Context: an optimization exercise on an open-source flow, tuned for small area, a short achievable clock period and few clock cycles per item. The choices shown serve that exercise and are no tape-out recipe.
At most, simulation tests tie the RTL to the original design; equivalence was not proved.
The clock port is modelled as an ideal driver; clocking choices that lean on that would not hold on a real chip.
No activity file was given, so power comes from the tool's default toggle rates.

== run E ==
// systolic_array_controller
module systolic_array_controller (
	input clk,
	input rst_n,
	input [3:0] a11, a12, a21, a22,
	input [3:0] b11, b12, b21, b22,
	input in_valid,
	output logic [8:0] c11, c12, c21, c22,
	output logic out_valid
);
Settings: LEC_CHECK=0, CAP_MARGIN=20, CORE_MARGIN=2, CORE_UTILIZATION=40, SETUP_SLACK_MARGIN=1.5, SLEW_MARGIN=20, SYNTH_HIERARCHICAL=1, SYNTH_MINIMUM_KEEP_SIZE=0; clock period 5.0 ns.
run.sh (not shown) runs the stock make flow with config.mk's settings and CLKGATE_MAP_FILE= SYNTH_SCRIPT=/design/flow/synth_recipe.tcl, a recipe that flattens the netlist after the stock synthesis.
Both conditions hold for run E: the flow ran to the end and the final layout passed the timing, DRC and antenna checks.
### run E -> run K
Settings: SETUP_SLACK_MARGIN no longer set, was 1.5.
## What came out
- From run K to run E, DRC violation count after routing did not move at all.
- In terms of per-cell via count in the routed design, run K and run E differ only marginally.
- Summary — final estimated routing congestion in global placement, run K relative to run E: lower, by 0.051.
- Per the comparison of run K with run E, clock skew -3.6 ps, final-layout non-clock buffer area share -0.48 points, sequential power ~0 delta, die area ~0 delta, footprint of the flip-flops and latches -5.1%.
- Re post-DP HPWL: run K and run E aren't equal, and the lower value belongs to run K.
- Going from run E to run K, worst hold margin +3.4 ps; initial antenna violation count ~0 delta.
No functional check of the RTL was part of any run of this note.

---

violet:
systolic_array_controller, a different RTL version from the one above (not shown whole).
Size in the first run: about 480 cells after synthesis, about 110 flip-flops, roughly 72 I/O pins, about 5400 um2 of cells after synthesis.
Settings: LEC_CHECK=0, CAP_MARGIN=20, CORE_MARGIN=2, CORE_UTILIZATION=65, CTS_BUF_LIST=sky130_fd_sc_hd__clkbuf_8, SLEW_MARGIN=20, SYNTH_HIERARCHICAL=1, SYNTH_MINIMUM_KEEP_SIZE=0; clock period 5.0 ns.
standard.sh (not shown) runs the stock make flow with config.mk's settings and CLKGATE_MAP_FILE= SYNTH_SCRIPT=/design/flow/synth_recipe.tcl, a recipe that flattens the netlist after the stock synthesis.
==> flow/flow/run.sh <==
#!/bin/bash
# Own layout flow: the standard layout (standard.sh) with two changes:
# - the port buffers are sky130_fd_sc_hd__buf_1 instead of the resizer's default;
# - before CTS, flow/skew.tcl gives the output registers their own clock buffer,
#   so that their clock arrives later (useful skew for the stage-2 paths).
# make's full output (yosys, openroad, ...) goes to make_finish.log here; ORFS
# keeps each step's own log under orfs/logs/.
set -euo pipefail
export BUFFER_PORTS_ARGS="-buffer_cell sky130_fd_sc_hd__buf_1"
export PRE_CTS_TCL="$PWD/flow/skew.tcl"
bash standard.sh finish > make_finish.log 2>&1
==> flow/flow/skew.tcl <==
# Runs just before clock tree synthesis (PRE_CTS_TCL).  The output registers
# (c11..c22 and out_valid) get their clock through one extra clock buffer, so
# their clock arrives later than that of the stage-1 registers (useful skew
# for the register-to-register paths of stage 2).  CTS then builds the clock
# tree for both nets.
set block [ord::get_db_block]
set db [ord::get_db]
set master [$db findMaster sky130_fd_sc_hd__clkbuf_2]
set clk [$block findNet clk]
set regs {}
set sx 0
set sy 0
foreach inst [$block getInsts] {
  if {[regexp {^(c(11|12|21|22)\[[0-9]+\]|out_valid)\$_DFF} [$inst getName]]} {
    lappend regs $inst
    set b [$inst getBBox]
    set sx [expr {$sx + ([$b xMin] + [$b xMax]) / 2}]
    set sy [expr {$sy + ([$b yMin] + [$b yMax]) / 2}]
  }
}
set n [llength $regs]
puts "skew.tcl: $n output registers"
set buf [odb::dbInst_create $block $master clkskew_buf]
set net [odb::dbNet_create $block clk_out_regs]
$net setSigType CLOCK
[$buf findITerm A] connect $clk
[$buf findITerm X] connect $net
foreach inst $regs {
  set it [$inst findITerm CLK]
  $it disconnect
  $it connect $net
}
$buf setLocation [expr {$sx / $n}] [expr {$sy / $n}]
$buf setPlacementStatus PLACED
violet completed end to end with timing, DRC and antenna clean.
Testbench counts of violet, summed over its fixed seeds: cycles 1,216, items 1,200.
diff inputs: violet => tundra
==> flow/flow/run.sh <==
#!/bin/bash
# Own layout flow: the standard layout (standard.sh), with the port buffers
# made from sky130_fd_sc_hd__buf_1 instead of the resizer's default choice.
# make's full output (yosys, openroad, ...) goes to make_finish.log here; ORFS
# keeps each step's own log under orfs/logs/.
set -euo pipefail
export BUFFER_PORTS_ARGS="-buffer_cell sky130_fd_sc_hd__buf_1"
bash standard.sh finish > make_finish.log 2>&1
removed: flow/flow/skew.tcl
Notes after the runs:
violet → tundra: post-route core utilization decreased 1.7 points; wire length of the first global-routing pass went down 440 um. Max design area across tundra and violet: violet. | top achievable clock speed | tundra vs violet | ≈ equal |. Min met2 track demand over resource across tundra and violet: tundra. Final setup slack of the worst path across tundra and violet: no real change. Multi-input gate share of the layout cell area: tundra > violet. Of tundra and violet, violet shows the higher total length of routed wires, with tundra below it. Going from violet to tundra, routed wire length on met3 went down by 28%; total internal power went down by 0.24 mW.

---

Setup of v15:
systolic_array_controller, a different RTL version from the one above (not shown whole).
Size: ~98 flip-flops, roughly 72 I/O pins, about 0.0056 mm^2 of cells after synthesis.
Settings: LEC_CHECK=0, CAP_MARGIN=20, CORE_MARGIN=2, CORE_UTILIZATION=65, CTS_BUF_LIST=sky130_fd_sc_hd__clkbuf_8, SLEW_MARGIN=20, SYNTH_HIERARCHICAL=1, SYNTH_MINIMUM_KEEP_SIZE=0; clock period 5.0 ns.
==> flow/flow/run.sh <==
#!/bin/bash
# Own layout flow: the standard layout (standard.sh), with smaller port
# buffers than the resizer's default choice: sky130_fd_sc_hd__buf_4 on the inputs
# (each drives eight gates) and, through flow/ports.tcl after global placement,
# sky130_fd_sc_hd__buf_1 on the outputs.
# make's full output (yosys, openroad, ...) goes to make_finish.log here; ORFS
# keeps each step's own log under orfs/logs/.
set -euo pipefail
export BUFFER_PORTS_ARGS="-buffer_cell sky130_fd_sc_hd__buf_4"
export POST_GLOBAL_PLACE_TCL="$PWD/flow/ports.tcl"
bash standard.sh finish > make_finish.log 2>&1
==> flow/flow/ports.tcl <==
# Runs after global placement (POST_GLOBAL_PLACE_TCL).  buffer_ports gave every
# port a sky130_fd_sc_hd__buf_4; the output ports' buffers only drive the pin
# load, so they become sky130_fd_sc_hd__buf_1 (detailed placement legalizes).
set n 0
foreach inst [[ord::get_db_block] getInsts] {
  if {[string match "output*" [$inst getName]] && [[$inst getMaster] getName] eq "sky130_fd_sc_hd__buf_4"} {
    replace_cell [$inst getName] sky130_fd_sc_hd__buf_1
    incr n
  }
}
puts "ports.tcl: $n output buffers are now sky130_fd_sc_hd__buf_1"
v15 finished every step from synthesis to the final layout, and the layout passed the timing, DRC and antenna checks.
Testbench counts of v15, summed over its fixed seeds: cycles 1,216, items 1,200.
The inputs of v18 differ from those of v15 as listed below.
Settings: a change of CORE_UTILIZATION from 65 to 75.
## What came out
v15 → v18: area growth from synthesis to layout did not really move, power consumed by the clock network went up, smallest setup slack after layout went down.
Against v15, v18 reports a total power after layout that is higher.
Changes in v27 relative to v18:
Settings: PLACE_DENSITY: unset -> 0.85; CORE_UTILIZATION: 75 -> 65.
[summary]
v27 reached the end of the flow, and the finished layout is clean on the timing, DRC and antenna checks.
Global-route met3 utilization (v27 over v18): decrease, 1.8 points
Comparing v18 with v27, the final area came out essentially unchanged.
~same required time at the endpoint of the critical path in v27 and v18
Multi-input gate share of total cell area across v27 and v18: no real change.
| number of iterations in the first detailed-routing pass | v27 vs v18 | 1 lower |

---

systolic_array_controller, a different RTL version from the one above (not shown whole).
For scale: about 98 flip-flops, about 72 I/O pins.
Settings: LEC_CHECK=0, CAP_MARGIN=20, CORE_MARGIN=2, CORE_UTILIZATION=65, CTS_BUF_LIST=sky130_fd_sc_hd__clkbuf_8, SLEW_MARGIN=20, SYNTH_HIERARCHICAL=1, SYNTH_MINIMUM_KEEP_SIZE=0; clock period 5.0 ns.
Scripts as last shown in full above: flow/flow/run.sh, flow/flow/ports.tcl
The baseline ran to the end with no violations.
Testbench counts at the start, summed over its fixed seeds: cycles 1,216, items 1,200.
Then changed:
--- a/flow/flow/run.sh
+++ b/flow/flow/run.sh
@@ -3 +3 @@
-# buffers than the resizer's default choice: sky130_fd_sc_hd__buf_4 on the inputs
+# buffers than the resizer's default choice: sky130_fd_sc_hd__buf_2 on the inputs
@@ -9 +9 @@
-export BUFFER_PORTS_ARGS="-buffer_cell sky130_fd_sc_hd__buf_4"
+export BUFFER_PORTS_ARGS="-buffer_cell sky130_fd_sc_hd__buf_2"
--- a/flow/flow/ports.tcl
+++ b/flow/flow/ports.tcl
@@ -2 +2 @@
-# port a sky130_fd_sc_hd__buf_4; the output ports' buffers only drive the pin
+# port a sky130_fd_sc_hd__buf_2; the output ports' buffers only drive the pin
@@ -6 +6 @@
-  if {[string match "output*" [$inst getName]] && [[$inst getMaster] getName] eq "sky130_fd_sc_hd__buf_4"} {
+  if {[string match "output*" [$inst getName]] && [[$inst getMaster] getName] eq "sky130_fd_sc_hd__buf_2"} {
--- a/flow/config.mk
+++ b/flow/config.mk
@@ -10 +10 @@
-export CORE_UTILIZATION = 65
+export CORE_UTILIZATION = 50
@@ -11,0 +12 @@
+export PLACE_DENSITY = 0.75
Result:
- via count went down slightly
- register-to-register slack is worse by 0.05 ns
- wire length went up slightly
- cell count increases by a few percent
- power drops slightly
- sequential power is about the same
- worst setup slack gets worse by 0.066 ns
- fmax fell by a few percent
- count of clock-buffer cells in the layout drops by 1
- cell area drops slightly
Then changed:
==> flow/flow/run.sh (replaced) <==
#!/bin/bash
# Own layout flow: the standard layout (standard.sh), with the port buffers
# made from sky130_fd_sc_hd__buf_2 instead of the resizer's default choice.
# make's full output (yosys, openroad, ...) goes to make_finish.log here; ORFS
# keeps each step's own log under orfs/logs/.
set -euo pipefail
export BUFFER_PORTS_ARGS="-buffer_cell sky130_fd_sc_hd__buf_2"
bash standard.sh finish > make_finish.log 2>&1
--- a/flow/config.mk
+++ b/flow/config.mk
@@ -10 +10 @@
-export CORE_UTILIZATION = 50
+export CORE_UTILIZATION = 65
@@ -12 +12,2 @@
-export PLACE_DENSITY = 0.75
+export CTS_CLUSTER_DIAMETER = 100
+export CTS_CLUSTER_SIZE = 35
removed: flow/flow/ports.tcl
Outcome: Maximum frequency hardly moves; non-clock buffer count does not change; final cell count drops by 4.7%; global-route usage climbs by 5.6 points; wire length is lower by about 1%; register-to-register slack improves by 0.02 ns; setup slack is better by 0.0048 ns; die area came out lower by 22%; total power fell by about 0.8%; final area is about the same; clock power falls by 10%.
Then changed:
--- a/flow/flow/run.sh
+++ b/flow/flow/run.sh
@@ -2,2 +2,4 @@
-# Own layout flow: the standard layout (standard.sh), with the port buffers
-# made from sky130_fd_sc_hd__buf_2 instead of the resizer's default choice.
+# Own layout flow: the standard layout (standard.sh), with smaller port
+# buffers than the resizer's default choice: sky130_fd_sc_hd__buf_2 on the inputs
+# (each drives eight gates) and, through flow/ports.tcl after global placement,
+# sky130_fd_sc_hd__buf_1 on the outputs.
@@ -7,0 +10 @@
+export POST_GLOBAL_PLACE_TCL="$PWD/flow/ports.tcl"
==> flow/flow/ports.tcl (new file) <==
# Runs after global placement (POST_GLOBAL_PLACE_TCL).  buffer_ports gave every
# port a sky130_fd_sc_hd__buf_2; the output ports' buffers only drive the pin
# load, so they become sky130_fd_sc_hd__buf_1 (detailed placement legalizes).
set n 0
foreach inst [[ord::get_db_block] getInsts] {
  if {[string match "output*" [$inst getName]] && [[$inst getMaster] getName] eq "sky130_fd_sc_hd__buf_2"} {
    replace_cell [$inst getName] sky130_fd_sc_hd__buf_1
    incr n
  }
}
puts "ports.tcl: $n output buffers are now sky130_fd_sc_hd__buf_1"
--- a/flow/config.mk
+++ b/flow/config.mk
@@ -12,2 +11,0 @@
-export CTS_CLUSTER_DIAMETER = 100
-export CTS_CLUSTER_SIZE = 35
Effect:
- wire length fell by 2.3%
- die area does not change
- setup slack gets worse by 0.0053 ns
- combinational power shrinks by about 4%

separate check: timing with driven ports:
How much do the figures lean on ideal ports? The routed layouts below were timed once more, with nothing changed but the port constraints. Step 1 sets driving cells, clkbuf_16 on the clock port and buf_2 on the other inputs (assumed; they add their load-dependent delay and slew). Step 2, shift: input delay + t, output delay - t, t = (earliest + latest rising clock arrival at the registers) / 2. This alone moves slack from input paths to output paths. Slacks: ideal / step 1 / step 2; pairs: ideal / step 1.
run	t, ns	slack for setup (ns)	worst hold slack (ns)	worst data-port slew with drivers (ns)
run E	0.385	1.170 / 1.170 / 1.170	0.361 / 0.361 / 0.361	0.04
run K	0.374	0.961 / 0.961 / 0.961	0.364 / 0.364 / 0.364	0.04
violet	0.485	2.533 / 2.533 / 2.308	0.272 / 0.260 / 0.468	0.06
tundra	0.404	2.534 / 2.534 / 2.333	0.374 / 0.374 / 0.374	0.06
v15	0.390	2.838 / 2.843 / 2.454	0.372 / 0.372 / 0.372	0.04
v18	0.388	2.831 / 2.838 / 2.450	0.381 / 0.381 / 0.381	0.04
v27	0.393	2.736 / 2.748 / 2.355	0.357 / 0.357 / 0.357	0.05
the first run of note 4	0.387	2.571 / 2.541 / 2.154	0.373 / 0.373 / 0.373	0.06
the second run of note 4	0.400	2.505 / 2.495 / 2.095	0.357 / 0.357 / 0.357	0.06
the third run of note 4	0.396	2.510 / 2.501 / 2.105	0.372 / 0.372 / 0.372	0.06
the fourth run of note 4	0.387	2.505 / 2.494 / 2.107	0.363 / 0.363 / 0.363	0.06
After both steps every run listed still meets setup and hold. The setup slack of the first run of note 4, which loses most, moves by -0.030 ns with the drivers and by -0.417 ns with both steps.
